Background: an optimization exercise with open tools, aiming at small area. Do not read the settings as production practice.
Function was checked by simulation only, so behaviour that the tests miss may differ from the original.
The clock port is modelled as an ideal driver; clocking choices that lean on that would not hold on a real chip.
No activity file was given, so power comes from the tool's default toggle rates.

File: config.mk
export PLATFORM = sky130hd
export DESIGN_NAME = topmodule
export DESIGN_NICKNAME = topmodule
export VERILOG_FILES = /design/flow/design.v
export SDC_FILE = /design/flow/constraint.sdc
export NUM_CORES = 4
export LEC_CHECK = 0
export ABC_AREA = 1
export CAP_MARGIN = 0
export CORE_MARGIN = 2
export CORE_UTILIZATION = 40
export SLEW_MARGIN = 0
File: constraint.sdc
create_clock -name core_clock -period 10.0 [get_ports {clk_in}]
set_input_delay 2.0000 -clock core_clock [delete_from_list [all_inputs] [get_ports {clk_in}]]
set_output_delay 2.0000 -clock core_clock [all_outputs]
set_load 0.01 [all_outputs]
File: design.v
module topmodule(input clk_in,
    input rst,
    input clr,
    input ent,
    input chg,
    output [4:0] led,
    output [3:0] AN,
    input [3:0] sw,
    output [6:0] seven_out
    );
    reg [1:0] nd;    
    reg [1:0] m3;    
    reg       odd;   
    reg [2:0] m5;    
    always @(posedge clk_in or posedge rst)
        if (rst) begin
            m3 <= 2'b00;
            odd <= 1'b0;
            m5 <= 3'b000;
        end else begin
            m3 <= {m3[0], ~(m3[1] | m3[0])};
            odd <= ~odd;
            m5 <= {m5[1:0], ~(m5[2] | m5[1])};
        end
    wire dtick = m3[1] & ~odd;                             
    wire btick = odd & (nd[0] ~^ m3[1]) & m5[2] & ~m5[1];  
    reg [2:0] e_s, c_s, g_s;
    reg e_p, c_p, g_p;
    always @(posedge clk_in or posedge rst)
        if (rst) begin
            e_s <= 3'b000; c_s <= 3'b000; g_s <= 3'b000;
            e_p <= 1'b0; c_p <= 1'b0; g_p <= 1'b0;
        end else if (btick) begin
            e_s <= {e_s[1:0], ent};
            c_s <= {c_s[1:0], clr};
            g_s <= {g_s[1:0], chg};
            e_p <= e_s[1] & ~e_s[2];
            c_p <= c_s[1] & ~c_s[2];
            g_p <= g_s[1] & ~g_s[2];
        end
    reg [3:0] ls;
    reg [1:0] ev;
    reg [3:0] sws;        
    reg [15:0] pw;        
    reg match;            
    reg locked;
    wire l_dig = ~ls[3];
    wire l_idle = ls[3] & ~ls[0];
    wire l_unl = ls[3] & ~ls[1] & ls[0];
    wire s_chk  = l_dig & ~ls[2] & (ls[1:0] == 2'b11) & (ev == 2'b01);
    wire s_rest = (l_dig & ~ls[2] & (ls[1:0] == 2'b11) & (ev == 2'b11))
                | (l_dig & ls[2] & (ls[1:0] == 2'b11) & (ev == 2'b01))
                | (ls[3] & ls[0] & (ev == 2'b00));
    wire s_idle = l_idle & (ev == 2'b00);
    wire s_dig  = ~s_chk & ~s_rest & ~s_idle;
    wire s_new  = l_dig ? ls[2] : (ev == 2'b11);
    wire [1:0] s_idx = (ev == 2'b01) ? ls[1:0] + 2'd1 : (ev[1] | ~l_dig) ? 2'd00 : ls[1:0];
    always @(posedge clk_in or posedge rst)
        if (rst) begin
            ls <= 4'b1000;
            ev <= 2'b00;
        end else if (btick) begin
            if (s_chk)
                ev <= 2'b11;
            else begin
                ls <= s_dig ? {2'b00, s_new, s_idx} : s_rest ? {2'b10, locked, 1'b1} : 4'b1000;
                if (s_dig)
                    ev <= e_p ? 2'b01 : c_p ? 2'b10 : 2'b00;
                else if (s_idle)
                    ev <= (e_p | c_p) ? 2'b10 : 2'b00;
                else
                    ev <= e_p ? 2'b10 : (g_p & ~locked) ? 2'b11 : 2'b00;
            end
        end
    wire [3:0] pwd = sw & {4{~s_idle}};
    wire w_new = s_dig & s_new;
    always @(posedge clk_in)
        if (btick) begin
            if (!s_chk) sws <= sw;
            if (s_idle | (w_new & s_idx == 2'd0)) pw[15:12] <= pwd;
            if (s_idle | (w_new & s_idx == 2'd1)) pw[11:8] <= pwd;
            if (s_idle | (w_new & s_idx == 2'd2)) pw[7:4] <= pwd;
            if (s_idle | (w_new & s_idx == 2'd3)) pw[3:0] <= pwd;
            if (s_idle | (w_new & s_idx == 2'd3 & e_p)) locked <= 1'b1;
            if (s_chk) locked <= match ^ locked;
        end
    assign led[4] = 1'b0;
    assign led[3:0] = ls[3] ? {ls[0], 1'b0, ls[1], ls[0]}
                            : ({2'b00, ls[1:0]} + {1'b0, ls[2], 1'b0, 1'b1});
    reg first;          
    reg [4:0] ch;       
    wire [1:0] pos = ~ls[1:0];           
    wire above = nd > pos;
    wire at    = nd == pos;
    reg [3:0] pwj;
    always @(*)
        case (nd)
            2'd0: pwj = pw[3:0];
            2'd1: pwj = pw[7:4];
            2'd2: pwj = pw[11:8];
            default: pwj = pw[15:12];
        endcase
    reg [4:0] cc;
    always @(*) begin
        if (!ls[3]) begin
            if (ls[2] & (above | at)) cc = {1'b0, pwj};
            else if (at) cc = {1'b0, sws};
            else if (above) cc = 5'b10000;       
            else cc = 5'h0A;                      
        end else if (ls[1:0] == 2'b01) begin      
            case (nd)
                2'd3: cc = 5'h00;
                2'd2: cc = 5'b10001;
                2'd1: cc = 5'h0E;
                default: cc = 5'h0C;
            endcase
        end else begin                            
            case (nd)
                2'd3: cc = 5'h0F;
                2'd2: cc = 5'h0D;
                2'd1: cc = 5'h05;
                default: cc = 5'h0D;
            endcase
        end
    end
    wire entered = ~ls[3] & ~ls[2] & (ev == 2'b01);
    always @(posedge clk_in)
        if (entered & at) match <= (match | ls[1:0] == 2'd0) & (sws == pwj);
    always @(posedge clk_in or posedge rst)
        if (rst) begin
            nd <= 2'd0;
            first <= 1'b1;
            ch <= 5'h00;
        end else if (dtick) begin
            nd <= nd + 2'd1;
            first <= 1'b0;
            ch <= cc;
        end
    assign AN[0] = ~(first | nd == 2'd1);
    assign AN[1] = ~(nd == 2'd2);
    assign AN[2] = ~(nd == 2'd3);
    assign AN[3] = ~(~first & nd == 2'd0);
    reg [6:0] seg;
    always @(*)
        if (ch[4])
            seg = ch[0] ? 7'b0011000 : 7'b1111110;
        else
            case (ch[3:0])
                4'h0: seg = 7'b0000001;
                4'h1: seg = 7'b1001111;
                4'h2: seg = 7'b0010010;
                4'h3: seg = 7'b0000110;
                4'h4: seg = 7'b1001100;
                4'h5: seg = 7'b0100100;
                4'h6: seg = 7'b0100000;
                4'h7: seg = 7'b0001111;
                4'h8: seg = 7'b0000000;
                4'h9: seg = 7'b0000100;
                4'hA: seg = 7'b0001000;
                4'hB: seg = 7'b1100000;
                4'hC: seg = 7'b0110001;
                4'hD: seg = 7'b1000010;
                4'hE: seg = 7'b0110000;
                default: seg = 7'b0111000;
            endcase
    assign seven_out = seg;
endmodule
File: flow/run.sh
#!/bin/bash
# Layout flow: the standard synthesis; then the combinational logic is
# mapped again for area with a few ABC scripts (flip-flops kept exactly as
# synthesized) and the smallest result is kept; then the standard layout
# with the smallest buffer on the ports and a clock tree without dummy loads.
set -euo pipefail
W=$(pwd)
F=$W/flow
LIB=$FLOW_HOME/platforms/sky130hd/lib/sky130_fd_sc_hd__tt_025C_1v80.lib
R=$W/orfs/results/sky130hd/topmodule/base

bash standard.sh synth > $W/synth.log 2>&1
cp $R/1_2_yosys.v $W/std_synth.v

DU=$(grep -oE 'cell \("?sky130_fd_sc_hd__(lpflow|probe)[A-Za-z0-9_]*' $LIB | sed -E 's/cell \("?//' | tr '\n' ' ')
for s in $F/s*.abc; do
    n=$(basename $s .abc)
    RS_IN=$W/std_synth.v RS_OUT=$W/resynth_$n.v RS_LIB=$LIB RS_SCRIPT=$s RS_DONTUSE="$DU" \
        yosys -c $F/resynth.tcl > $W/resynth_$n.log 2>&1 &
    [[ $(jobs -r | wc -l) -ge ${NUM_CORES:-4} ]] && wait -n
done
wait
best=""; barea=""
for s in $F/s*.abc; do
    n=$(basename $s .abc)
    a=$(grep "Chip area for top module" $W/resynth_$n.log | awk '{print $NF}')
    echo "$n $a" >> $W/resynth_areas.txt
    if [[ -z "$barea" ]] || awk "BEGIN{exit !($a < $barea)}"; then best=$n; barea=$a; fi
done
echo "best $best $barea" >> $W/resynth_areas.txt
cp $W/resynth_$best.v $R/1_2_yosys.v
touch $R/1_2_yosys.v

export BUFFER_PORTS_ARGS="-buffer_cell sky130_fd_sc_hd__buf_1"
export CTS_ARGS="$(cat $F/cts_args)"
bash standard.sh finish > $W/layout.log 2>&1
File: flow/cts_args
-sink_clustering_enable -repair_clock_nets -dont_use_dummy_load -sink_clustering_size 30 -sink_clustering_max_diameter 200 -buf_list sky130_fd_sc_hd__clkbuf_8
File: flow/resynth.tcl
# Re-map the combinational logic of a synthesized netlist; flip-flop instances are kept as they are.
# env: RS_IN RS_OUT RS_LIB RS_SCRIPT RS_DONTUSE
yosys read_liberty -ignore_miss_func $::env(RS_LIB)
yosys read_verilog $::env(RS_IN)
yosys hierarchy -top topmodule
yosys setattr -mod -set keep_hierarchy 1 sky130_fd_sc_hd__df* sky130_fd_sc_hd__edf* sky130_fd_sc_hd__sdf* sky130_fd_sc_hd__dl* sky130_fd_sc_hd__conb_1
yosys flatten
yosys opt_clean -purge
yosys stat
set du ""
foreach c $::env(RS_DONTUSE) { append du " -dont_use $c" }
yosys "abc -script $::env(RS_SCRIPT) -liberty $::env(RS_LIB) $du"
yosys opt_clean -purge
yosys hierarchy -top topmodule
yosys splitnets
yosys opt_clean -purge
yosys insbuf -buf sky130_fd_sc_hd__buf_1 A X
yosys "rename -hide w:*.*"
yosys "stat -liberty $::env(RS_LIB)"
yosys "blackbox sky130_fd_sc_hd__*"
yosys write_verilog -noattr -noexpr -nohex -nodec $::env(RS_OUT)
File: flow/s1.abc
strash
&get -n
&deepsyn -T 20 -S 7
&put
dch -f
amap
topo
File: flow/s2.abc
strash
&get -n
&deepsyn -T 20 -S 14
&put
dch -f
amap
topo
File: flow/s3.abc
strash
&get -n
&deepsyn -T 20 -S 21
&put
dch -f
amap
topo
File: flow/s4.abc
strash
&get -n
&deepsyn -T 20 -S 28
&put
dch -f
amap
topo
File: flow/s5.abc
strash
&get -n
&deepsyn -T 20 -S 35
&put
dch -f
amap
topo
File: flow/s6.abc
strash
&get -n
&deepsyn -T 20 -S 42
&put
dch -f
amap
topo
File: flow/s7.abc
strash
&get -n
&deepsyn -T 20 -S 49
&put
dch -f
amap
topo
File: flow/s8.abc
strash
&get -n
&deepsyn -T 20 -S 56
&put
dch -f
amap
topo
File: flow/s9.abc
strash
dch -f
amap
topo
File: standard.sh
#!/bin/bash
# synth_recipe.tcl (not shown) runs the flow's synth.tcl, then flattens the netlist and writes it again
# the make line also repeats each setting of config.mk as NAME=value (left out here)
make -C /OpenROAD-flow-scripts/flow DESIGN_CONFIG=/design/flow/config.mk WORK_HOME=/design/flow/orfs CLKGATE_MAP_FILE= SYNTH_SCRIPT=/design/flow/synth_recipe.tcl "${@:-finish}"
==> results of run 1 <==
[final timing paths]
kind | start | depth (start not counted) | end | slack, ns
min in group asynchronous | rst | 3 | ch[4]$_DFFE_PP0P_ | 1.73
setup reg to reg | nd[0]$_DFFE_PP0P_ | 10 | pw[12]$_DFFE_PP_ | 6.43
hold / removal | m5[0]$_DFF_PP0_ | 0 | m5[1]$_DFF_PP0_ | 0.36
max in group asynchronous | rst | 3 | ls[3]$_DFFE_PP1P_ | 7.93
setup / recovery | ls[0]$_DFFE_PP0P_ | 5 | led[3] | 6.16
hold reg to reg | m5[0]$_DFF_PP0_ | 0 | m5[1]$_DFF_PP0_ | 0.36
[layout by cell type, fill, tap and decap left out, drive strengths merged]
master,instances
o22ai,10
o32ai,5
clkbuf,5
a22oi,1
nand2,23
dfstp,2
clkinv,42
nor3,5
or2,2
nand2b,1
o21ai,26
buf,25
nand3,1
a31oi,2
o31ai,1
dfrtp,30
a211oi,4
a221oi,2
a2111oi,1
o221ai,6
o41ai,1
nor2b,4
and3,1
edfxtp,22
nand4,1
nor2,51
nor4b,1
or3,1
a21oi,13
nor4,2
a32o,1
conb,1
[flip-flops by register name, summed over array words and instances, names as in the netlist, 2 cells and up]
register	count
g_s	3
e_s	3
sws	4
pw	16
m5	3
nd	2
ls	4
c_s	3
ch	5
ev	2
m3	2
[cell type report]
class                           count  area, µm²  share of cell area (%)
Sequential cell                    54       1460                    53.4
Inverter                           42        158                    5.75
Tap cell                           75       93.8                    3.42
Multi-Input combinational cell    167        858                    31.3
Clock buffer                        5       68.8                    2.51
Timing Repair Buffer               25        101                    3.69
[stage by stage]
stage | area [µm²] | power, µW
3_5_place_dp | 2680 | 245
4_1_cts | 2740 | 352
2_1_floorplan | 2480 | 241
3_3_place_gp | 2680 | 245
5_1_grt | 2740 | 363
6_report | 2740 | 349
[critical path, cell delays in order (launching register included)]
cell	delay, ns
dfrtp_1	0.49
clkinv_1	0.23
nor2_1	0.32
nand3_1	0.18
and3_1	0.21
buf_1	0.12
[power groups by stage]
| stage | sequential (µW) | combinational [µW] | clock [µW] |
|---|---|---|---|
| floorplan | 237 | 4.74 | 0 |
| global placement | 237 | 7.77 | 0 |
| detailed placement | 237 | 7.92 | 0 |
| CTS | 232 | 7.95 | 112 |
| global route | 232 | 9.08 | 122 |
| finish | 232 | 7.61 | 109 |
[layer usage]
layer	up-vias	GRT usage, %	share of wire (%)
li1	981	-	-
met1	952	21.9	44
met2	52	30.5	50
met3	6	3.48	5.0
met4	0	4.59	1.2
met5	-	0	0
==> flow_summary.toml, run 1 <==
[worst_setup_path]
end_kind = "primary output"
worstSetupPathType = "flip-flop to primary output"
cp_max_fo = 7
required_ns = 8.00
arrival_ns = 1.84
startpoint_type = "flip-flop"

[grt]
grt_pass1_vias = 1900
grt_pass1_wl_um = 8890
antenna_found_initial = 0
track_usage_pct = 17.4
grt_max_degree = 33
grt_overflow = 0

[sta]
worst_slew_pin_slew_ns = 0.865
worst_slack_ns = 6.16
report.final.slew_viol_count = 0
finClkSkew_ns = 0.0288
period_share_pct = 38.4
tns_ns = 0
holdWs_ns = 0.357
period_minus_slack_ns = 3.84
setup_viol = 0
grt_setup_unrepaired = "no"
max_freq_ghz = 0.261
slew_headroom_pct = 41.9
finalHoldViolations = 0

[power_and_ir_drop]
ir_worst_vdd_mv = 0.0535
p_sw_share_pct = 20.0
internal_power_uw = 279
switchingPower_uw = 69.8
p_per_area_nw_per_um2 = 127
p_clk_share_pct = 31.3
p_leak_uw = 0.00100
seqPwrFrac_pct = 66.5
power_frac_comb_pct = 2.2

[cts]
cts.sinks = 54
clock_latency_ns = 0.31
cts_buffer_depth = 2
hold_buffers = 0
cts_resized = 0
h-tree-depth = 2
cts_setup_buffers = 0
clk_pin_slew_worst_paths_ns = 0.09
cts-root-buf = "clkbuf_8"
numCtsBuffers = 5
cts_tree = "built"

[logic_synthesis]
avgSynthCellArea_um2 = 9.38
synthesis.nets = 273
synth_warnings = 1
syn-cell-area_um2 = 2480
syn_inst = 264

[drt]
vias_per_cell = 5.41
finalWirelength_um = 5400
drc = 0
dr.first_iter.drc_count = 145
ant_nets = 0
first_pass_iters = 4
wire_per_inst_um = 14.7
vias = 1991

[layout]
drive_above_1_share_pct = 3.41
nets = 304
fillers = 591
final_core_util_pct = 46.1
area_growth_pct = 10.8
diodes = 0
instances_no_fill = 368

[die]
core_um2 = 5960
die_area_um2 = 6840
fp.dieW_um = 82.7
die_h_um = 82.7
rows = 28
start_util_pct = 41.6
ios = 25

[status]
status = "complete, no violations"

[placement]
dp_hpwl_um = 4050
portBuffers = 23
dp_slack_ns = 6.48
placedCellCount = 363
gp_congestion = 0.847

[flow_run]
cap_violations = 0

[hold_path]
hold_class = "flip-flop to flip-flop"
==> run 2: changes to the inputs <==
--- a/design.v
+++ b/design.v
@@ -47,4 +47,4 @@
     wire l_dig = ~ls[3];
-    wire l_idle = ls[3] & ~ls[0];
-    wire l_unl = ls[3] & ~ls[1] & ls[0];
+    wire l_idle = ls[3] & ls[0];
+    wire l_unl = ls[3] & ~ls[1];
     wire s_chk  = l_dig & ~ls[2] & (ls[1:0] == 2'b11) & (ev == 2'b01);
@@ -52,3 +52,3 @@
                 | (l_dig & ls[2] & (ls[1:0] == 2'b11) & (ev == 2'b01))
-                | (ls[3] & ls[0] & (ev == 2'b00));
+                | (ls[3] & ~ls[0] & (ev == 2'b00));
     wire s_idle = l_idle & (ev == 2'b00);
@@ -59,3 +59,3 @@
         if (rst) begin
-            ls <= 4'b1000;
+            ls <= 4'b1111;
             ev <= 2'b00;
@@ -65,3 +65,3 @@
             else begin
-                ls <= s_dig ? {2'b00, s_new, s_idx} : s_rest ? {2'b10, locked, 1'b1} : 4'b1000;
+                ls <= s_dig ? {2'b00, s_new, s_idx} : s_rest ? {2'b10, locked, 1'b0} : 4'b1111;
                 if (s_dig)
@@ -74,4 +74,2 @@
         end
-    wire [3:0] pwd = sw & {4{~s_idle}};
-    wire w_new = s_dig & s_new;
     always @(posedge clk_in)
@@ -79,7 +77,3 @@
             if (!s_chk) sws <= sw;
-            if (s_idle | (w_new & s_idx == 2'd0)) pw[15:12] <= pwd;
-            if (s_idle | (w_new & s_idx == 2'd1)) pw[11:8] <= pwd;
-            if (s_idle | (w_new & s_idx == 2'd2)) pw[7:4] <= pwd;
-            if (s_idle | (w_new & s_idx == 2'd3)) pw[3:0] <= pwd;
-            if (s_idle | (w_new & s_idx == 2'd3 & e_p)) locked <= 1'b1;
+            if (s_idle | (s_dig & s_new & s_idx == 2'd3 & e_p)) locked <= 1'b1;
             if (s_chk) locked <= match ^ locked;
@@ -87,4 +81,3 @@
     assign led[4] = 1'b0;
-    assign led[3:0] = ls[3] ? {ls[0], 1'b0, ls[1], ls[0]}
-                            : ({2'b00, ls[1:0]} + {1'b0, ls[2], 1'b0, 1'b1});
+    assign led[3:0] = ls + 4'd1;
     reg first;          
@@ -105,7 +98,7 @@
         if (!ls[3]) begin
-            if (ls[2] & (above | at)) cc = {1'b0, pwj};
-            else if (at) cc = {1'b0, sws};
+            if (at) cc = {1'b0, sws};
+            else if (ls[2] & above) cc = {1'b0, pwj};
             else if (above) cc = 5'b10000;       
             else cc = 5'h0A;                      
-        end else if (ls[1:0] == 2'b01) begin      
+        end else if (l_unl) begin                  
             case (nd)
@@ -125,5 +118,15 @@
     end
-    wire entered = ~ls[3] & ~ls[2] & (ev == 2'b01);
+    wire entered = ~ls[3] & (ev == 2'b01);
     always @(posedge clk_in)
-        if (entered & at) match <= (match | ls[1:0] == 2'd0) & (sws == pwj);
+        if (entered & ~ls[2] & at) match <= (match | ls[1:0] == 2'd0) & (sws == pwj);
+    wire [3:0] pwd = sws & {4{~l_idle}};
+    wire pw_we = l_idle | (entered & ls[2] & at);
+    always @(posedge clk_in)
+        if (pw_we)
+            case (nd)
+                2'd0: pw[3:0] <= pwd;
+                2'd1: pw[7:4] <= pwd;
+                2'd2: pw[11:8] <= pwd;
+                default: pw[15:12] <= pwd;
+            endcase
     always @(posedge clk_in or posedge rst)
--- a/config.mk
+++ b/config.mk
@@ -11,2 +11,3 @@
 export CORE_UTILIZATION = 40
+export GPL_TIMING_DRIVEN = 0
 export SLEW_MARGIN = 0
==> flow_summary.toml, run 2 <==
[worst_setup_path]
cp_max_fo = 6
worstSetupPathType = "flip-flop to primary output"
max_stage_delay_ns = 0.44
arrival_ns = 2.48
end_kind = "primary output"
timing.rr.end = "ls[1]$_DFFE_PP1P_"
worstReg2RegStart = "nd[0]$_DFFE_PP0P_"
startpoint_type = "flip-flop"
crit_path_end = "seven_out[3]"
crit_path_start = "ch[3]$_DFFE_PP0P_"
required_ns = 8.00
crit_path_cell_trace = "clkinv_1, o21ai_0, clkinv_1, a31oi_1, o21ai_0, clkinv_1, nor2_1, o21ai_0, o221ai_1, buf_1"
slowest_stage = "dfrtp_1"
r2r_cells = 10
r2r_setup_slack_ns = 6.83

[grt]
busiest_layer = "met1"
grt_use_met1_pct = 24.2
grt_overflow = 0
gr-usage-met2_pct = 22.9
grt_pass1_vias = 1738
track_usage_pct = 16.0
grt_pass1_wl_um = 8250
grt_max_degree = 33
grtUsageMet3_pct = 3.37
antenna_found_initial = 0

[layout]
diodes = 0
regMostFlops = "pw"
final_cell_mix = "clkinv_1 (45), nor2_1 (42), dfrtp_1 (27)"
fillers = 566
top_regs = "pw (16), ch (5)"
fin_area_um2 = 2720
final_common_cell = "clkinv_1"
nets = 290
area_growth_pct = 10.7
drive_above_1_share_pct = 4.30
largest_register_ffs = 16

[die]
ios = 25
start_util_pct = 41.4
core_um2 = 5920
fp.dieW_um = 82.3
die_h_um = 82.3
die_area_um2 = 6770
rows = 28

[cts]
cts_buffer_depth = 2
clk_pin_slew_worst_paths_ns = 0.09
cts.sinks = 54
cts-root-buf = "clkbuf_8"
cts_setup_buffers = 0
cts_tree = "built"
hold_buffers = 0
cts_resized = 0
numCtsBuffers = 5
clock_latency_ns = 0.30
h-tree-depth = 2

[sta]
period_share_pct = 44.8
report.final.slew_viol_count = 0
finClkSkew_ns = 0.0144
finalHoldViolations = 0
slew_headroom_pct = 27.1
max_freq_ghz = 0.223
grt_setup_unrepaired = "no"
period_minus_slack_ns = 4.48
setup_viol = 0
tns_ns = 0
worst_slew_pin_slew_ns = 1.09

[power_and_ir_drop]
p_per_area_nw_per_um2 = 127
finalPower_uw = 344
p_leak_uw = 0.000971
ir_worst_vdd_mv = 0.0673

[drt]
vias_per_cell = 5.45
first_pass_iters = 4
vias = 1929
wire_per_inst_um = 13.9
ant_nets = 0
drc = 0
dr.first_iter.drc_count = 158
finalWirelength_um = 4930

[logic_synthesis]
synth_warnings = 1
synthesis.nets = 259
avgSynthCellArea_um2 = 9.81
syn_inst = 250
syn-cell-area_um2 = 2450

[hold_path]
hold_class = "flip-flop to flip-flop"

[placement]
placed_area_um2 = 2650
gp_congestion = 0.849
portBuffers = 23
dp_hpwl_um = 3720

[status]
status = "complete, no violations"

[flow_run]
cap_violations = 0
[run 2: through the flow]
| step | setup slack [ns] | hold slack [ns] | cells | util [%] |
|---|---|---|---|---|
| 6_report | 5.52 | 0.364 | 354 | 45.9 |
| 5_1_grt | 5.33 | 0.371 | 354 | 45.9 |
| 4_1_cts | 5.59 | 0.369 | 354 | 45.9 |
| 3_5_place_dp | 5.94 | 0.352 | 349 | 44.7 |
| 3_3_place_gp | 5.10 | 0.334 | 348 | 44.5 |
| 2_1_floorplan | 6.35 | 0.331 | 250 | - |
[run 2: report_power, final]
group / total [µW] / switching [µW] / internal, µW
Sequential: 231 / 0.591 / 231
Combinational: 5.95 / 3.80 / 2.15
Clock: 107 / 61.3 / 45.3
Total: 344 / 65.7 / 278
[run 2: critical path, delay by kind of cell (launching register included)]
kind	cells	cell delay, ns
AND/OR/NAND/NOR	1	0.04
flip-flops	1	0.44
AO/OA/AOI/OAI	5	1.12
buffers and inverters	4	0.58
[run 2: worst min path at each step]
stage | from | to | cells after the start
global route | m5[0]$_DFF_PP0_ | m5[1]$_DFF_PP0_ | 0
floorplan | m5[0]$_DFF_PP0_ | m5[1]$_DFF_PP0_ | 0
detailed placement | m5[0]$_DFF_PP0_ | m5[1]$_DFF_PP0_ | 0
finish | m5[0]$_DFF_PP0_ | m5[1]$_DFF_PP0_ | 0
global placement | m5[0]$_DFF_PP0_ | m5[1]$_DFF_PP0_ | 0
CTS | m5[0]$_DFF_PP0_ | m5[1]$_DFF_PP0_ | 0
[run 2: cell type report]
type	count	area, µm²	area share, %
plain buffers	1	3.75	0.138
well taps	75	93.8	3.46
repair buffers	24	93.8	3.46
multi-input cells	150	818	30.1
flip-flops and latches	54	1470	54.1
inverters	45	169	6.22
clock buffers	5	68.8	2.53
[run 2: routing by layer]
metal	vias to the layer above	share of wire (%)
met5	-	0
met3	8	5.0
li1	957	-
met2	57	44
met1	907	50
met4	0	1.4
==> run 3: changes to the inputs <==
--- a/design.v
+++ b/design.v
@@ -82,3 +82,2 @@
     assign led[3:0] = ls + 4'd1;
-    reg first;          
     reg [4:0] ch;       
@@ -134,3 +133,2 @@
             nd <= 2'd0;
-            first <= 1'b1;
             ch <= 5'h00;
@@ -138,6 +136,6 @@
             nd <= nd + 2'd1;
-            first <= 1'b0;
             ch <= cc;
         end
-    assign AN[0] = ~(first | nd == 2'd1);
+    wire first = l_idle & ~ch[0];
+    assign AN[0] = ~(nd == 2'd1 | (nd == 2'd0 & first));
     assign AN[1] = ~(nd == 2'd2);
==> flow/cts_args (replaced) <==
-sink_clustering_enable -repair_clock_nets -dont_use_dummy_load -buf_list {sky130_fd_sc_hd__clkbuf_4 sky130_fd_sc_hd__clkbuf_8}
==> flow/s1.abc (replaced) <==
strash
&get -n
&deepsyn -J 300 -T 100 -S 1
&put
dch -f
amap
topo
==> flow/s10.abc (new file) <==
strash
&get -n
&deepsyn -J 300 -T 100 -S 10
&put
dch -f
amap
topo
==> flow/s11.abc (new file) <==
strash
&get -n
&deepsyn -J 300 -T 100 -S 11
&put
dch -f
amap
topo
==> flow/s12.abc (new file) <==
strash
&get -n
&deepsyn -J 300 -T 100 -S 12
&put
dch -f
amap
topo
==> flow/s13.abc (new file) <==
strash
dch -f
amap
topo
==> flow/s2.abc (replaced) <==
strash
&get -n
&deepsyn -J 300 -T 100 -S 2
&put
dch -f
amap
topo
==> flow/s3.abc (replaced) <==
strash
&get -n
&deepsyn -J 300 -T 100 -S 3
&put
dch -f
amap
topo
==> flow/s4.abc (replaced) <==
strash
&get -n
&deepsyn -J 300 -T 100 -S 4
&put
dch -f
amap
topo
==> flow/s5.abc (replaced) <==
strash
&get -n
&deepsyn -J 300 -T 100 -S 5
&put
dch -f
amap
topo
==> flow/s6.abc (replaced) <==
strash
&get -n
&deepsyn -J 300 -T 100 -S 6
&put
dch -f
amap
topo
==> flow/s7.abc (replaced) <==
strash
&get -n
&deepsyn -J 300 -T 100 -S 7
&put
dch -f
amap
topo
==> flow/s8.abc (replaced) <==
strash
&get -n
&deepsyn -J 300 -T 100 -S 8
&put
dch -f
amap
topo
==> flow/s9.abc (replaced) <==
strash
&get -n
&deepsyn -J 300 -T 100 -S 9
&put
dch -f
amap
topo
==> flow_summary.toml, run 3 <==
[logic_synthesis]
synthesis.nets = 253
synth_warnings = 1
syn-cell-area_um2 = 2400
syn_inst = 244
avgSynthCellArea_um2 = 9.84

[grt]
grt_pass1_wl_um = 8470
antenna_found_initial = 0
grt_overflow = 0
grt_pass1_vias = 1771
grt_max_degree = 32
track_usage_pct = 16.8

[sta]
report.final.slew_viol_count = 0
finalHoldViolations = 0
setup_viol = 0
worst_slew_pin_slew_ns = 1.10
max_freq_ghz = 0.252
period_minus_slack_ns = 3.97
finClkSkew_ns = 0.0202
period_share_pct = 39.7
slew_headroom_pct = 26.3
grt_setup_unrepaired = "no"
tns_ns = 0

[cts]
hold_buffers = 0
cts.sinks = 53
clock_latency_ns = 0.30
cts_buffer_depth = 2
clk_pin_slew_worst_paths_ns = 0.09
cts_tree = "built"
h-tree-depth = 2
numCtsBuffers = 5
cts_resized = 0
cts_setup_buffers = 0
cts-root-buf = "clkbuf_8"

[power_and_ir_drop]
p_leak_uw = 0.000963
p_per_area_nw_per_um2 = 128
ir_worst_vdd_mv = 0.103

[placement]
placed_area_um2 = 2590
dp_hpwl_um = 3730
portBuffers = 23
gp_congestion = 0.869

[drt]
drc = 0
dr.first_iter.drc_count = 131
wire_per_inst_um = 14.9
vias = 1922
vias_per_cell = 5.52
finalWirelength_um = 5190
first_pass_iters = 4
ant_nets = 0

[layout]
nets = 284
final_common_cell = "nor2_1"
final_cell_mix = "nor2_1 (44), clkinv_1 (38), dfrtp_1 (27)"
fin_area_um2 = 2660
top_regs = "pw (16), ch (5)"
area_growth_pct = 10.9
largest_register_ffs = 16
drive_above_1_share_pct = 4.03
diodes = 0
regMostFlops = "pw"

[die]
die_h_um = 81.5
rows = 28
start_util_pct = 41.0
die_area_um2 = 6630
ios = 25
core_um2 = 5850
fp.dieW_um = 81.5

[worst_setup_path]
r2r_setup_slack_ns = 6.55
worstReg2RegStart = "nd[0]$_DFFE_PP0P_"
arrival_ns = 1.97
worstSetupPathType = "flip-flop to primary output"
cp_max_fo = 10
crit_path_start = "ls[0]$_DFFE_PP1P_"
crit_path_end = "led[3]"
end_kind = "primary output"
r2r_cells = 8
timing.rr.end = "locked$_SDFFCE_PN1P_"
startpoint_type = "flip-flop"
required_ns = 8.00

[flow_run]
cap_violations = 0

[hold_path]
hold_class = "flip-flop to flip-flop"
hold_depth = 0

[status]
status = "complete, no violations"
## run 3: layout make-up
cell class / count / area, µm²
plain buffers: 1 / 3.75
flip-flops and latches: 53 / 1440
fillers: 565 / 3190
repair buffers: 24 / 93.8
inverters: 38 / 143
well taps: 75 / 93.8
clock buffers: 5 / 68.8
multi-input cells: 152 / 818
## run 3: worst min path at each step
stage / from / endpoint / slack [ns]
global placement: m5[0]$_DFF_PP0_ / m5[1]$_DFF_PP0_ / 0.33
finish: m5[0]$_DFF_PP0_ / m5[1]$_DFF_PP0_ / 0.36
CTS: m5[0]$_DFF_PP0_ / m5[1]$_DFF_PP0_ / 0.36
global route: m5[0]$_DFF_PP0_ / m5[1]$_DFF_PP0_ / 0.37
floorplan: m5[0]$_DFF_PP0_ / m5[1]$_DFF_PP0_ / 0.33
detailed placement: m5[0]$_DFF_PP0_ / m5[1]$_DFF_PP0_ / 0.33
## run 3: critical path, stage by stage, from the launching register on
cell	delay [ns]
dfstp_2	0.57
clkinv_1	0.28
nor2_1	0.23
clkinv_1	0.18
nor2_1	0.18
o22ai_1	0.09
buf_1	0.13
## run 3: layer usage
layer	routed length, µm	global-route usage, %	up-vias
met5	0	0	-
met4	96	5.59	0
met3	224	3.19	9
met2	2440	27.2	55
met1	2430	22.7	913
li1	-	-	945
## run 3: where the power goes
part           internal [µW]  switching [µW]  leakage [µW]  total [µW]
sequential               227           0.639      0.000592         227
clock                   45.3            63.1     0.0000359         108
combinational           2.18            3.76      0.000335        5.94
## run 3: metrics by stage
| step | util (%) | setup slack (ns) | total power [µW] | hold WS [ns] | std cells |
|---|---|---|---|---|---|
| floorplan | - | 6.10 | 236 | 0.331 | 244 |
| finish | 45.5 | 6.03 | 342 | 0.356 | 348 |
| global placement | 44.1 | 4.62 | 238 | 0.333 | 342 |
| detailed placement | 44.3 | 6.39 | 238 | 0.335 | 343 |
| CTS | 45.5 | 6.05 | 345 | 0.359 | 348 |
| global route | 45.5 | 5.90 | 353 | 0.366 | 348 |
==> run 4: changes to the inputs <==
==> flow/cts_args (replaced) <==
-sink_clustering_enable -repair_clock_nets -dont_use_dummy_load -sink_clustering_size 30 -sink_clustering_max_diameter 200 -buf_list sky130_fd_sc_hd__clkbuf_8
==> flow_summary.toml, run 4 <==
[drt]
vias_per_cell = 5.52
highest_layer = "met4"
drt-met1-wl_um = 2430
wire_per_inst_um = 14.9
finalWirelength_um = 5190
dr.first_iter.drc_count = 131
ant_nets = 0
wl_met3_um = 224
drc = 0
vias = 1922
first_pass_iters = 4
met2_length_um = 2440

[flow_run]
cap_violations = 0

[sta]
period_minus_slack_ns = 3.97
tns_ns = 0
finClkSkew_ns = 0.0202
max_freq_ghz = 0.252
slew_headroom_pct = 26.3
worst_slew_pin_slew_ns = 1.10
report.final.slew_viol_count = 0
period_share_pct = 39.7
finalHoldViolations = 0
grt_setup_unrepaired = "no"
setup_viol = 0

[grt]
antenna_found_initial = 0
grt_max_degree = 32
grt_pass1_vias = 1771
grt_overflow = 0
track_usage_pct = 16.8
grt_pass1_wl_um = 8470

[worst_setup_path]
slowest_stage = "dfstp_2"
end_kind = "primary output"
timing.rr.end = "locked$_SDFFCE_PN1P_"
required_ns = 8.00
r2r_setup_slack_ns = 6.55
cp_max_fo = 10
r2r_cells = 8
startpoint_type = "flip-flop"
crit_path_cell_trace = "clkinv_1, nor2_1, clkinv_1, nor2_1, o22ai_1, buf_1"
max_stage_delay_ns = 0.57
worstSetupPathType = "flip-flop to primary output"
arrival_ns = 1.97
worstReg2RegStart = "nd[0]$_DFFE_PP0P_"

[placement]
dp_hpwl_um = 3730
portBuffers = 23
placedCellCount = 343
gp_congestion = 0.869

[cts]
numCtsBuffers = 5
cts.sinks = 53
cts_resized = 0
h-tree-depth = 2
cts-root-buf = "clkbuf_8"
cts_buffer_depth = 2
cts_setup_buffers = 0
clk_pin_slew_worst_paths_ns = 0.09
clock_latency_ns = 0.30
hold_buffers = 0
cts_tree = "built"

[layout]
largest_register_ffs = 16
drive_above_1_share_pct = 4.03
regMostFlops = "pw"
area_growth_pct = 10.9
diodes = 0
instances_no_fill = 348
fillers = 565
multiInputGateArea_um2 = 818
top_regs = "pw (16), ch (5)"
nets = 284
final_cell_mix = "nor2_1 (44), clkinv_1 (38), dfrtp_1 (27)"
seq_area_um2 = 1440
final_common_cell = "nor2_1"

[die]
fp.dieW_um = 81.5
rows = 28
core_um2 = 5850
die_h_um = 81.5
ios = 25
start_util_pct = 41.0
die_area_um2 = 6630

[power_and_ir_drop]
ir_worst_vdd_mv = 0.103
p_leak_uw = 0.000963
p_per_area_nw_per_um2 = 128

[logic_synthesis]
synth_warnings = 1
synthesis.nets = 253
avgSynthCellArea_um2 = 9.84
syn_inst = 244
syn-cell-area_um2 = 2400

[hold_path]
min_to = "m5[1]$_DFF_PP0_"
hold_depth = 0
hold_class = "flip-flop to flip-flop"
min-delay-start = "m5[0]$_DFF_PP0_"

[status]
status = "complete, no violations"
run 4: metal layers:
metal  GRT usage (%)  vias to the layer above
li1                -                      945
met1            22.7                      913
met2            27.2                       55
met3            3.19                        9
met4            5.59                        0
met5               0                        -
run 4: final cells by class:
cell class / count / share of cell area, %
multi-input combinational: 152 / 30.7
timing repair buffer: 24 / 3.52
buffer: 1 / 0.141
tap: 75 / 3.52
clock buffer: 5 / 2.58
inverter: 38 / 5.36
sequential: 53 / 54.1
run 4: worst max-delay path, delay by kind of cell, from the launching register on:
family,cells,cell delay (ns)
DFF,1,0.57
buffers and inverters,3,0.59
AOI/OAI and AO/OA,1,0.09
and+or+nand+nor,2,0.41
run 4: worst max path at each step:
stage | from | depth (start not counted) | slack [ns] | to
floorplan | nd[0]$_DFFE_PP0P_ | 8 | 6.10 | locked$_SDFFCE_PN1P_
global placement | nd[0]$_DFFE_PP0P_ | 8 | 4.62 | locked$_SDFFCE_PN1P_
detailed placement | ls[0]$_DFFE_PP1P_ | 6 | 6.39 | led[3]
CTS | ls[0]$_DFFE_PP1P_ | 6 | 6.05 | led[3]
global route | ls[0]$_DFFE_PP1P_ | 6 | 5.90 | led[3]
finish | ls[0]$_DFFE_PP1P_ | 6 | 6.03 | led[3]
run 4: per-stage QoR:
step | power, µW | area [µm²] | hold WS (ns) | worst slack (ns) | util, %
2_1_floorplan | 236 | 2400 | 0.331 | 6.10 | -
3_3_place_gp | 238 | 2580 | 0.333 | 4.62 | 44.1
3_5_place_dp | 238 | 2590 | 0.335 | 6.39 | 44.3
4_1_cts | 345 | 2660 | 0.359 | 6.05 | 45.5
5_1_grt | 353 | 2660 | 0.366 | 5.90 | 45.5
6_report | 342 | 2660 | 0.356 | 6.03 | 45.5
run 4: power by group:
group,switching (µW),leakage (µW),internal [µW],total [µW]
clock network,63.1,0.0000359,45.3,108
registers,0.639,0.000592,227,227
logic,3.76,0.000335,2.18,5.94
==> run 5: changes to the inputs <==
--- a/flow/run.sh
+++ b/flow/run.sh
@@ -4,3 +4,4 @@
 # synthesized) and the smallest result is kept; then the standard layout
-# with the smallest buffer on the ports and a clock tree without dummy loads.
+# with the smallest buffer on the ports and a clock tree without dummy loads
+# and with a small root buffer.
 set -euo pipefail
@@ -35,2 +36,3 @@
 export CTS_ARGS="$(cat $F/cts_args)"
+export POST_CTS_TCL=$F/post_cts.tcl
 bash standard.sh finish > $W/layout.log 2>&1
==> flow/post_cts.tcl (new file) <==
# The clock root buffer only drives the few leaf buffers of the tree: use a
# small one.
set root [[ord::get_db_block] findInst clkbuf_0_clk_in]
if { $root != "NULL" } {
  replace_cell clkbuf_0_clk_in sky130_fd_sc_hd__clkbuf_2
  puts "post_cts: clock root buffer is now sky130_fd_sc_hd__clkbuf_2"
}
==> flow/s13.abc (replaced) <==
strash
&get -n
&deepsyn -J 300 -T 100 -S 13
&put
dch -f
amap
topo
==> flow/s14.abc (new file) <==
strash
&get -n
&deepsyn -J 300 -T 100 -S 14
&put
dch -f
amap
topo
==> flow/s15.abc (new file) <==
strash
&get -n
&deepsyn -J 300 -T 100 -S 15
&put
dch -f
amap
topo
==> flow/s16.abc (new file) <==
strash
&get -n
&deepsyn -J 300 -T 100 -S 16
&put
dch -f
amap
topo
==> flow/s17.abc (new file) <==
strash
dch -f
amap
topo
==> flow_summary.toml, run 5 <==
[power_and_ir_drop]
p_leak_uw = 0.000959
finalPower_uw = 334
ir_worst_vdd_mv = 0.102
p_per_area_nw_per_um2 = 126

[die]
fp.dieW_um = 81.5
ios = 25
rows = 28
die_area_um2 = 6630
start_util_pct = 41.0
core_um2 = 5850
die_h_um = 81.5

[worst_setup_path]
cp_num_cells = 6
arrival_ns = 2.03
slowest_stage = "dfstp_2"
cp_top_family = "buffers and inverters"
max_stage_delay_ns = 0.57
worstSetupPathType = "flip-flop to primary output"
r2r_setup_slack_ns = 6.54
cp_max_fo = 10
worstReg2RegStart = "nd[0]$_DFFE_PP0P_"
required_ns = 8.00
crit_path_cell_trace = "clkinv_1, nor2_1, clkinv_1, nor2_1, o22ai_1, buf_1"
timing.rr.end = "locked$_SDFFCE_PN1P_"
startpoint_type = "flip-flop"
end_kind = "primary output"
cp_num_buf_inv = 3
r2r_cells = 8

[logic_synthesis]
synthesis.nets = 253
synth_warnings = 1
syn-cell-area_um2 = 2400
avgSynthCellArea_um2 = 9.84
syn_inst = 244

[hold_path]
min_to = "m5[1]$_DFF_PP0_"
hold_class = "flip-flop to flip-flop"
min-delay-start = "m5[0]$_DFF_PP0_"
hold_depth = 0

[grt]
track_usage_pct = 16.8
grt_max_degree = 32
grt_pass1_wl_um = 8470
antenna_found_initial = 0
grt_pass1_vias = 1768
grt_overflow = 0

[sta]
grt_setup_unrepaired = "no"
period_share_pct = 40.3
holdWs_ns = 0.356
finalHoldViolations = 0
report.final.slew_viol_count = 0
finClkSkew_ns = 0.0201
period_minus_slack_ns = 4.03
max_freq_ghz = 0.248
worst_slew_pin_slew_ns = 1.10
slew_headroom_pct = 26.3
setup_viol = 0
tns_ns = 0

[cts]
clock_latency_ns = 0.38
cts_tree = "built"
clk_pin_slew_worst_paths_ns = 0.09
cts.sinks = 53

[layout]
area_growth_pct = 10.6
diodes = 0
regMostFlops = "pw"
fin_area_um2 = 2650
final_common_cell = "nor2_1"
largest_register_ffs = 16
top_regs = "pw (16), ch (5)"
final_cell_mix = "nor2_1 (44), clkinv_1 (38), dfrtp_1 (27)"
drive_above_1_share_pct = 4.03
instances_no_fill = 348
nets = 284

[placement]
dp_hpwl_um = 3730
placed_area_um2 = 2590
placedCellCount = 343
gp_congestion = 0.869
portBuffers = 23

[drt]
dr.first_iter.drc_count = 137
wire_per_inst_um = 14.9
ant_nets = 0
drc = 0
vias_per_cell = 5.53
finalWirelength_um = 5190
first_pass_iters = 4
vias = 1924

[status]
status = "complete, no violations"

[flow_run]
cap_violations = 0
run 5: worst max path at each step:
stage | startpoint | end | slack [ns]
2_1_floorplan | nd[0]$_DFFE_PP0P_ | locked$_SDFFCE_PN1P_ | 6.10
3_3_place_gp | nd[0]$_DFFE_PP0P_ | locked$_SDFFCE_PN1P_ | 4.62
6_report | ls[0]$_DFFE_PP1P_ | led[3] | 5.97
5_1_grt | ls[0]$_DFFE_PP1P_ | led[3] | 5.81
3_5_place_dp | ls[0]$_DFFE_PP1P_ | led[3] | 6.39
run 5: worst reg2reg max path, stage by stage (launching register included):
cell and delay (ns):
dfrtp_1 0.47, clkinv_1 0.18, o22ai_1 0.11, nor4b_2 0.50, clkinv_1 0.52, nor2_1 0.60
clkinv_1 0.24, o31ai_1 0.32, o311a_1 0.25
run 5: power by group:
group	internal [µW]	switching, µW	total (µW)
sequential	227	0.639	227
combinational	2.18	3.77	5.95
clock	38.4	62.7	101
run 5: metrics by stage:
step                      worst slack (ns)  util, %
after detailed placement              6.39     44.3
after global routing                  5.81     45.4
final                                 5.97     45.4
after floorplan                       6.10        -
after global placement                4.62     44.1
run 5: final cells by class:
cell class	instances	area [µm²]
fill	566	3200
sequential	53	1440
multi-input combinational	152	818
inverter	38	143
timing repair buffer	24	93.8
tap	75	93.8
clock buffer	5	60.1
buffer	1	3.75
run 5: routing by layer:
layer  share of wire [%]  track usage [%]  wire length [µm]  up-vias
met3                 5.1             3.19               266        9
met4                 1.9             5.59                97        0
met2                  47             27.2              2450       59
li1                    -                -                 -      942
met1                  46             22.7              2370      914
met5                   0                0                 0        -
==> run 6: changes to the inputs <==
--- a/design.v
+++ b/design.v
@@ -42,2 +42,3 @@
     reg [1:0] ev;
+    localparam [1:0] EV_SAME = 2'b00, EV_NEXT = 2'b01, EV_FIRST = 2'b11, EV_SPEC = 2'b10;
     reg [3:0] sws;        
@@ -49,10 +50,10 @@
     wire l_unl = ls[3] & ~ls[1];
-    wire s_chk  = l_dig & ~ls[2] & (ls[1:0] == 2'b11) & (ev == 2'b01);
-    wire s_rest = (l_dig & ~ls[2] & (ls[1:0] == 2'b11) & (ev == 2'b11))
-                | (l_dig & ls[2] & (ls[1:0] == 2'b11) & (ev == 2'b01))
-                | (ls[3] & ~ls[0] & (ev == 2'b00));
-    wire s_idle = l_idle & (ev == 2'b00);
+    wire s_chk  = l_dig & ~ls[2] & (ls[1:0] == 2'b11) & (ev == EV_NEXT);
+    wire s_rest = (l_dig & ~ls[2] & (ls[1:0] == 2'b11) & (ev == EV_SPEC))
+                | (l_dig & ls[2] & (ls[1:0] == 2'b11) & (ev == EV_NEXT))
+                | (ls[3] & ~ls[0] & (ev == EV_SAME));
+    wire s_idle = l_idle & (ev == EV_SAME);
     wire s_dig  = ~s_chk & ~s_rest & ~s_idle;
-    wire s_new  = l_dig ? ls[2] : (ev == 2'b11);
-    wire [1:0] s_idx = (ev == 2'b01) ? ls[1:0] + 2'd1 : (ev[1] | ~l_dig) ? 2'd00 : ls[1:0];
+    wire s_new  = l_dig ? ls[2] : (ev == EV_SPEC);
+    wire [1:0] s_idx = (ev == EV_NEXT) ? ls[1:0] + 2'd1 : (ev == EV_FIRST | ev == EV_SPEC | ~l_dig) ? 2'd00 : ls[1:0];
     always @(posedge clk_in or posedge rst)
@@ -63,11 +64,11 @@
             if (s_chk)
-                ev <= 2'b11;
+                ev <= EV_SPEC;
             else begin
-                ls <= s_dig ? {2'b00, s_new, s_idx} : s_rest ? {2'b10, locked, 1'b0} : 4'b1111;
+                ls <= s_dig ? {2'b00, s_new, s_idx} : s_rest ? {2'b10, locked | l_dig & ls[2], 1'b0} : 4'b1111;
                 if (s_dig)
-                    ev <= e_p ? 2'b01 : c_p ? 2'b10 : 2'b00;
+                    ev <= e_p ? EV_NEXT : c_p ? EV_FIRST : EV_SAME;
                 else if (s_idle)
-                    ev <= (e_p | c_p) ? 2'b10 : 2'b00;
+                    ev <= (e_p | c_p) ? EV_FIRST : EV_SAME;
                 else
-                    ev <= e_p ? 2'b10 : (g_p & ~locked) ? 2'b11 : 2'b00;
+                    ev <= e_p ? EV_FIRST : (g_p & ~locked) ? EV_SPEC : EV_SAME;
             end
@@ -77,3 +78,3 @@
             if (!s_chk) sws <= sw;
-            if (s_idle | (s_dig & s_new & s_idx == 2'd3 & e_p)) locked <= 1'b1;
+            if (s_idle | (s_rest & l_dig & ls[2])) locked <= 1'b1;
             if (s_chk) locked <= match ^ locked;
@@ -117,3 +118,3 @@
     end
-    wire entered = ~ls[3] & (ev == 2'b01);
+    wire entered = ~ls[3] & (ev == EV_NEXT);
     always @(posedge clk_in)
==> flow_summary.toml, run 6 <==
[hold_path]
hold_class = "flip-flop to flip-flop"

[cts]
clk_pin_slew_worst_paths_ns = 0.09
cts_tree = "built"
cts.sinks = 53
clock_latency_ns = 0.39

[placement]
placedCellCount = 342
portBuffers = 23
gp_congestion = 0.841
dp_hpwl_um = 3620
placed_area_um2 = 2590

[grt]
grt_max_degree = 32
antenna_found_initial = 0
grt_overflow = 0
grt_pass1_wl_um = 8090
track_usage_pct = 16.2
grt_pass1_vias = 1713

[layout]
top_regs = "pw (16), ch (5)"
fin_area_um2 = 2650
final_cell_mix = "nor2_1 (52), clkinv_1 (38), dfrtp_1 (27)"
area_growth_pct = 10.6
instances_no_fill = 347
nets = 283
drive_above_1_share_pct = 4.04
regMostFlops = "pw"
largest_register_ffs = 16
final_common_cell = "nor2_1"
diodes = 0

[worst_setup_path]
slowest_stage = "dfstp_2"
required_ns = 8.00
end_kind = "primary output"
max_stage_delay_ns = 0.56
arrival_ns = 2.23
startpoint_type = "flip-flop"
crit_path_cell_trace = "clkinv_1, nor2_1, clkinv_1, nor2_1, nor2_1, a21oi_1, buf_1"
cp_max_fo = 11
worstSetupPathType = "flip-flop to primary output"
worst_path_most_repeated_cell = "nor2_1"

[sta]
setup_viol = 0
finClkSkew_ns = 0.0272
finalHoldViolations = 0
period_minus_slack_ns = 4.23
slew_headroom_pct = 25.6
worst_slew_pin_slew_ns = 1.11
grt_setup_unrepaired = "no"
max_freq_ghz = 0.236
tns_ns = 0
period_share_pct = 42.3
report.final.slew_viol_count = 0

[drt]
vias_per_cell = 5.44
ant_nets = 0
dr.first_iter.drc_count = 110
wire_per_inst_um = 14.2
first_pass_iters = 4
drc = 0
vias = 1888
finalWirelength_um = 4930

[logic_synthesis]
synthesis.nets = 252
syn-cell-area_um2 = 2400
syn_inst = 243
synth_warnings = 1
avgSynthCellArea_um2 = 9.87

[die]
start_util_pct = 41.0
die_h_um = 81.4
fp.dieW_um = 81.4
die_area_um2 = 6630
core_um2 = 5850
rows = 28
ios = 25

[power_and_ir_drop]
ir_worst_vdd_mv = 0.0695
p_leak_uw = 0.000951
p_per_area_nw_per_um2 = 127

[flow_run]
cap_violations = 0

[status]
status = "complete, no violations"
[run 6: where the power goes]
| group | total, µW | switching [µW] | internal (µW) |
|---|---|---|---|
| Clock | 105 | 66.1 | 38.5 |
| Combinational | 6.07 | 3.96 | 2.11 |
| Sequential | 227 | 0.522 | 227 |
| Total | 338 | 70.6 | 267 |
[run 6: worst paths after layout]
check	from	to	slack [ns]	cells past startpoint
setup / recovery	ls[0]$_DFFE_PP1P_	led[3]	5.77	7
hold / removal	m5[0]$_DFF_PP0_	m5[1]$_DFF_PP0_	0.36	0
setup reg to reg	nd[0]$_DFFE_PP0P_	ls[0]$_DFFE_PP1P_	7.01	8
hold reg to reg	m5[0]$_DFF_PP0_	m5[1]$_DFF_PP0_	0.36	0
max in group asynchronous	rst	ch[3]$_DFFE_PP0P_	7.76	2
min in group asynchronous	rst	ev[0]$_DFFE_PP0P_	1.72	2
[run 6: layout make-up]
cell class / instances / area, µm²
Tap cell: 75 / 93.8
Buffer: 1 / 3.75
Timing Repair Buffer: 24 / 93.8
Sequential cell: 53 / 1440
Inverter: 38 / 143
Multi-Input combinational cell: 151 / 816
Clock buffer: 5 / 60.1
Fill cell: 554 / 3200
[run 6: critical path, delay by kind of cell, from the launching register on]
kind | cells | cell delay (ns)
simple gates | 3 | 0.54
compound gates | 1 | 0.13
buf+inv | 3 | 0.61
flops | 1 | 0.56
[run 6: routing by layer]
metal | vias to the layer above | global-route usage [%] | share of wire [%]
met5 | - | 0 | 0
met3 | 7 | 3.19 | 4.5
li1 | 933 | - | -
met4 | 0 | 5.59 | 1.4
met1 | 895 | 22.4 | 48
met2 | 53 | 25.6 | 46
[run 6: metrics by stage]
stage               hold slack (ns)  util (%)  total power, µW  setup slack [ns]
finish                        0.357      45.3              338              5.77
global route                  0.376      45.3              347              5.56
detailed placement            0.342      44.3              238              6.19
global placement              0.336      44.1              238              5.15
floorplan                     0.331         -              236              6.48
==> run 7: changes to the inputs <==
--- a/flow/run.sh
+++ b/flow/run.sh
@@ -2,3 +2,3 @@
 # Layout flow: the standard synthesis; then the combinational logic is
-# mapped again for area with a few ABC scripts (flip-flops kept exactly as
+# mapped again for area with several ABC scripts (flip-flops kept exactly as
 # synthesized) and the smallest result is kept; then the standard layout
@@ -16,3 +16,10 @@
 DU=$(grep -oE 'cell \("?sky130_fd_sc_hd__(lpflow|probe)[A-Za-z0-9_]*' $LIB | sed -E 's/cell \("?//' | tr '\n' ' ')
-for s in $F/s*.abc; do
+# candidate ABC scripts: deepsyn with a fixed number of steps and several
+# seeds (deterministic), and a plain one
+mkdir -p $W/abc
+for i in $(seq 1 32); do
+    printf 'strash\n&get -n\n&deepsyn -J 300 -T 100 -S %d\n&put\ndch -f\namap\ntopo\n' $i > $W/abc/s$i.abc
+done
+printf 'strash\ndch -f\namap\ntopo\n' > $W/abc/s0.abc
+for s in $W/abc/s*.abc; do
     n=$(basename $s .abc)
@@ -24,3 +31,3 @@
 best=""; barea=""
-for s in $F/s*.abc; do
+for s in $W/abc/s*.abc; do
     n=$(basename $s .abc)
@@ -32,2 +39,3 @@
 cp $W/resynth_$best.v $R/1_2_yosys.v
+for f in $W/resynth_s*.v; do [[ $f == $W/resynth_$best.v ]] || rm -f $f; done
 touch $R/1_2_yosys.v
removed: flow/s1.abc
removed: flow/s10.abc
removed: flow/s11.abc
removed: flow/s12.abc
removed: flow/s13.abc
removed: flow/s14.abc
removed: flow/s15.abc
removed: flow/s16.abc
removed: flow/s17.abc
removed: flow/s2.abc
removed: flow/s3.abc
removed: flow/s4.abc
removed: flow/s5.abc
removed: flow/s6.abc
removed: flow/s7.abc
removed: flow/s8.abc
removed: flow/s9.abc
==> flow_summary.toml, run 7 <==
[cts]
clk_pin_slew_worst_paths_ns = 0.09
cts_tree = "built"
clock_latency_ns = 0.39
cts.sinks = 53

[die]
ios = 25
core_um2 = 5850
rows = 28
die_area_um2 = 6630
fp.dieW_um = 81.4
start_util_pct = 41.0
die_h_um = 81.4

[placement]
portBuffers = 23
dp_slack_ns = 6.19
gp_congestion = 0.841
placedCellCount = 342
dp_hpwl_um = 3620

[logic_synthesis]
avgSynthCellArea_um2 = 9.87
syn-cell-area_um2 = 2400
synthesis.nets = 252
syn_inst = 243
synth_warnings = 1

[sta]
period_minus_slack_ns = 4.23
grt_setup_unrepaired = "no"
period_share_pct = 42.3
slew_headroom_pct = 25.6
max_freq_ghz = 0.236
worst_slew_pin_slew_ns = 1.11
tns_ns = 0
setup_viol = 0
finalHoldViolations = 0
worst_slack_ns = 5.77
finClkSkew_ns = 0.0272
report.final.slew_viol_count = 0

[drt]
wire_per_inst_um = 14.2
first_pass_iters = 4
ant_nets = 0
finalWirelength_um = 4930
drc = 0
vias = 1888
dr.first_iter.drc_count = 110
vias_per_cell = 5.44

[layout]
largest_register_ffs = 16
drive_above_1_share_pct = 4.04
instances_no_fill = 347
final_common_cell = "nor2_1"
regMostFlops = "pw"
diodes = 0
nets = 283
area_growth_pct = 10.6
top_regs = "pw (16), ch (5)"
final_cell_mix = "nor2_1 (52), clkinv_1 (38), dfrtp_1 (27)"

[grt]
track_usage_pct = 16.2
grt_pass1_vias = 1713
grt_max_degree = 32
grt_overflow = 0
grt_pass1_wl_um = 8090
antenna_found_initial = 0

[worst_setup_path]
worstSetupPathType = "flip-flop to primary output"
slowest_stage = "dfstp_2"
startpoint_type = "flip-flop"
max_stage_delay_ns = 0.56
arrival_ns = 2.23
end_kind = "primary output"
worst_path_most_repeated_cell = "nor2_1"
cp_max_fo = 11
r2r_cells = 8
required_ns = 8.00
crit_path_cell_trace = "clkinv_1, nor2_1, clkinv_1, nor2_1, nor2_1, a21oi_1, buf_1"

[hold_path]
hold_depth = 0
hold_class = "flip-flop to flip-flop"

[power_and_ir_drop]
finalPower_uw = 338
p_per_area_nw_per_um2 = 127
p_leak_uw = 0.000951
ir_worst_vdd_mv = 0.0695

[flow_run]
cap_violations = 0

[status]
status = "complete, no violations"
## run 7: cell counts in the layout (fill, tap and decap cells not counted)
No cell type changed its count.
## run 7: path summary, 6_finish.rpt
| path | startpoint | end | slack (ns) |
|---|---|---|---|
| hold reg to reg | m5[0]$_DFF_PP0_ | m5[1]$_DFF_PP0_ | 0.36 |
| max in group asynchronous | rst | ch[3]$_DFFE_PP0P_ | 7.76 |
| setup / recovery | ls[0]$_DFFE_PP1P_ | led[3] | 5.77 |
| min in group asynchronous | rst | ev[0]$_DFFE_PP0P_ | 1.72 |
| setup reg to reg | nd[0]$_DFFE_PP0P_ | ls[0]$_DFFE_PP1P_ | 7.01 |
| hold / removal | m5[0]$_DFF_PP0_ | m5[1]$_DFF_PP0_ | 0.36 |
## run 7: layer usage
layer  global-route usage [%]  share of wire, %  vias up
met3                     3.19               4.5        7
li1                         -                 -      933
met1                     22.4                48      895
met5                        0                 0        -
met4                     5.59               1.4        0
met2                     25.6                46       53
## run 7: cell type report
cell class | count | area [µm²]
Buffer | 1 | 3.75
Timing Repair Buffer | 24 | 93.8
Clock buffer | 5 | 60.1
Sequential cell | 53 | 1440
Fill cell | 554 | 3200
Inverter | 38 | 143
Tap cell | 75 | 93.8
Multi-Input combinational cell | 151 | 816
## run 7: stage by stage
stage / util, % / area (µm²) / hold slack, ns
floorplan: - / 2400 / 0.331
global placement: 44.1 / 2580 / 0.336
detailed placement: 44.3 / 2590 / 0.342
global route: 45.3 / 2650 / 0.376
finish: 45.3 / 2650 / 0.357
## run 7: report_power, final
part / internal [µW] / total [µW] / switching, µW / leakage [µW]
clock network: 38.5 / 105 / 66.1 / 0.0000329
logic: 2.11 / 6.07 / 3.96 / 0.000326
registers: 227 / 227 / 0.522 / 0.000592
total: 267 / 338 / 70.6 / 0.000951
## run 7: critical path, delay by kind of cell, from the launching register on
| kind | cells | cell delay (ns) |
|---|---|---|
| buf+inv | 3 | 0.61 |
| simple gates | 3 | 0.54 |
| compound gates | 1 | 0.13 |
| flops | 1 | 0.56 |
==> run 8: changes to the inputs <==
--- a/design.v
+++ b/design.v
@@ -100,3 +100,3 @@
             else if (ls[2] & above) cc = {1'b0, pwj};
-            else if (above) cc = 5'b10000;       
+            else if (above) cc = 5'b10001;       
             else cc = 5'h0A;                      
@@ -105,3 +105,3 @@
                 2'd3: cc = 5'h00;
-                2'd2: cc = 5'b10001;
+                2'd2: cc = 5'b10000;
                 2'd1: cc = 5'h0E;
@@ -147,3 +147,3 @@
         if (ch[4])
-            seg = ch[0] ? 7'b0011000 : 7'b1111110;
+            seg = ~ch[0] ? 7'b0011000 : 7'b1111110;
         else
==> flow_summary.toml, run 8 <==
[worst_setup_path]
worstReg2RegStart = "nd[0]$_DFFE_PP0P_"
cp_max_fo = 6
startpoint_type = "flip-flop"
end_kind = "primary output"
r2r_cells = 8
r2r_setup_slack_ns = 6.99
arrival_ns = 1.91
worstSetupPathType = "flip-flop to primary output"
timing.rr.end = "ev[1]$_DFFE_PP0P_"
required_ns = 8.00

[drt]
finalWirelength_um = 4900
drt-met1-wl_um = 2330
wl_met3_um = 252
met2_length_um = 2250
highest_layer = "met4"
ant_nets = 0
first_pass_iters = 4
vias_per_cell = 5.23
vias = 1842
wire_per_inst_um = 13.9
drc = 0
dr.first_iter.drc_count = 173

[die]
die_h_um = 81.1
fp.dieW_um = 81.1
core_um2 = 5820
die_area_um2 = 6570
start_util_pct = 40.8
rows = 28
ios = 25

[grt]
grt_overflow = 0
grt_pass1_wl_um = 8180
grt_max_degree = 32
grt_pass1_vias = 1691
track_usage_pct = 16.4
antenna_found_initial = 0

[sta]
period_share_pct = 39.1
setup_viol = 0
slew_headroom_pct = 27.0
max_freq_ghz = 0.256
report.final.slew_viol_count = 0
period_minus_slack_ns = 3.91
finalHoldViolations = 0
worst_slew_pin_slew_ns = 1.09
grt_setup_unrepaired = "no"
tns_ns = 0
finClkSkew_ns = 0.0133

[placement]
dp_hpwl_um = 3680
gp_congestion = 0.860
portBuffers = 23

[layout]
final_common_cell = "nor2_1"
final_cell_mix = "nor2_1 (51), clkinv_1 (32), o21ai_0 (27), dfrtp_1 (27), buf_1 (24)"
largest_register_ffs = 16
diodes = 0
fillers = 576
nets = 288
multiInputGateArea_um2 = 816
drive_above_1_share_pct = 3.97
top_regs = "pw (16), ch (5)"
seq_area_um2 = 1440
regMostFlops = "pw"
area_growth_pct = 10.7

[power_and_ir_drop]
p_leak_uw = 0.000955
p_per_area_nw_per_um2 = 127
ir_worst_vdd_mv = 0.0855
finalPower_uw = 334

[logic_synthesis]
syn_inst = 248
synthesis.nets = 257
synth_warnings = 1
avgSynthCellArea_um2 = 9.58
syn-cell-area_um2 = 2370

[hold_path]
min_to = "m5[1]$_DFF_PP0_"
min-delay-start = "m5[0]$_DFF_PP0_"
hold_depth = 0
hold_class = "flip-flop to flip-flop"

[cts]
cts_tree = "built"
cts.sinks = 53
clock_latency_ns = 0.39
clk_pin_slew_worst_paths_ns = 0.08

[flow_run]
cap_violations = 0

[status]
status = "complete, no violations"
run 8: how the worst max path moves through the flow:
stage | from | end | slack [ns]
after detailed placement | ch[0]$_DFFE_PP0P_ | seven_out[5] | 6.52
after global routing | ch[0]$_DFFE_PP0P_ | seven_out[5] | 5.93
after floorplan | nd[0]$_DFFE_PP0P_ | ev[1]$_DFFE_PP0P_ | 6.35
final | ch[0]$_DFFE_PP0P_ | seven_out[5] | 6.09
after global placement | nd[0]$_DFFE_PP0P_ | ev[1]$_DFFE_PP0P_ | 4.96
run 8: metrics by stage:
stage / hold WS [ns] / area (µm²) / setup slack [ns] / util (%) / cells
detailed placement: 0.339 / 2570 / 6.52 / 44.2 / 347
floorplan: 0.331 / 2370 / 6.35 / - / 248
global placement: 0.344 / 2550 / 4.96 / 43.9 / 346
finish: 0.358 / 2630 / 6.09 / 45.2 / 352
global route: 0.373 / 2630 / 5.93 / 45.2 / 352
run 8: critical path: stages (launching register included):
cell	delay, ns
dfrtp_1	0.41
clkinv_1	0.18
nand2_1	0.15
o21ai_0	0.15
a21oi_1	0.24
clkinv_1	0.09
o22ai_1	0.14
buf_1	0.17
run 8: metal layers:
layer | vias to the layer above | global-route usage (%)
met5 | - | 0
met3 | 6 | 3.56
met1 | 859 | 23.0
li1 | 930 | -
met2 | 47 | 25.6
met4 | 0 | 5.08
run 8: area by class of cell:
| cell class | count | share of cell area, % |
|---|---|---|
| plain buffers | 1 | 0.143 |
| clock buffers | 5 | 2.28 |
| inverters | 32 | 4.57 |
| multi-input cells | 162 | 31.0 |
| flip-flops and latches | 53 | 54.8 |
| well taps | 75 | 3.57 |
| repair buffers | 24 | 3.57 |
run 8: report_power, final:
part	total [µW]	switching [µW]	internal, µW	leakage (µW)
clock	101	63.0	38.3	0.0000329
combinational	5.65	3.93	1.72	0.000350
sequential	227	0.479	227	0.000572
total	334	67.4	267	0.000955

-- port drivers added, routing unchanged --
How much do the figures lean on ideal ports? The routed layouts below were timed once more, with nothing changed but the port constraints.
Step 1: set_driving_cell puts a clkbuf_16 on clk_in and a buf_2 on each other input, an assumption about the parent block.
Step 2 times the ports against the registers' clock, not the clock port: input delays grow and output delays shrink by t, the midpoint of the rising clock arrivals with the driver on.
Slacks: ideal / step 1 / step 2; pairs: ideal / step 1.
run	t, ns	slack for setup (ns)	pins driven straight from the clock port
run 1	0.324	6.163 / 6.136 / 6.430	1
run 2	0.320	5.516 / 5.490 / 5.809	1
run 3	0.320	6.034 / 6.009 / 6.329	1
run 4	0.320	6.034 / 6.009 / 6.329	1
run 5	0.390	5.966 / 5.943 / 6.333	1
run 6	0.404	5.769 / 5.741 / 6.145	1
run 7	0.404	5.769 / 5.741 / 6.145	1
run 8	0.409	6.092 / 6.067 / 6.477	1
After both steps every run listed still meets setup and hold.
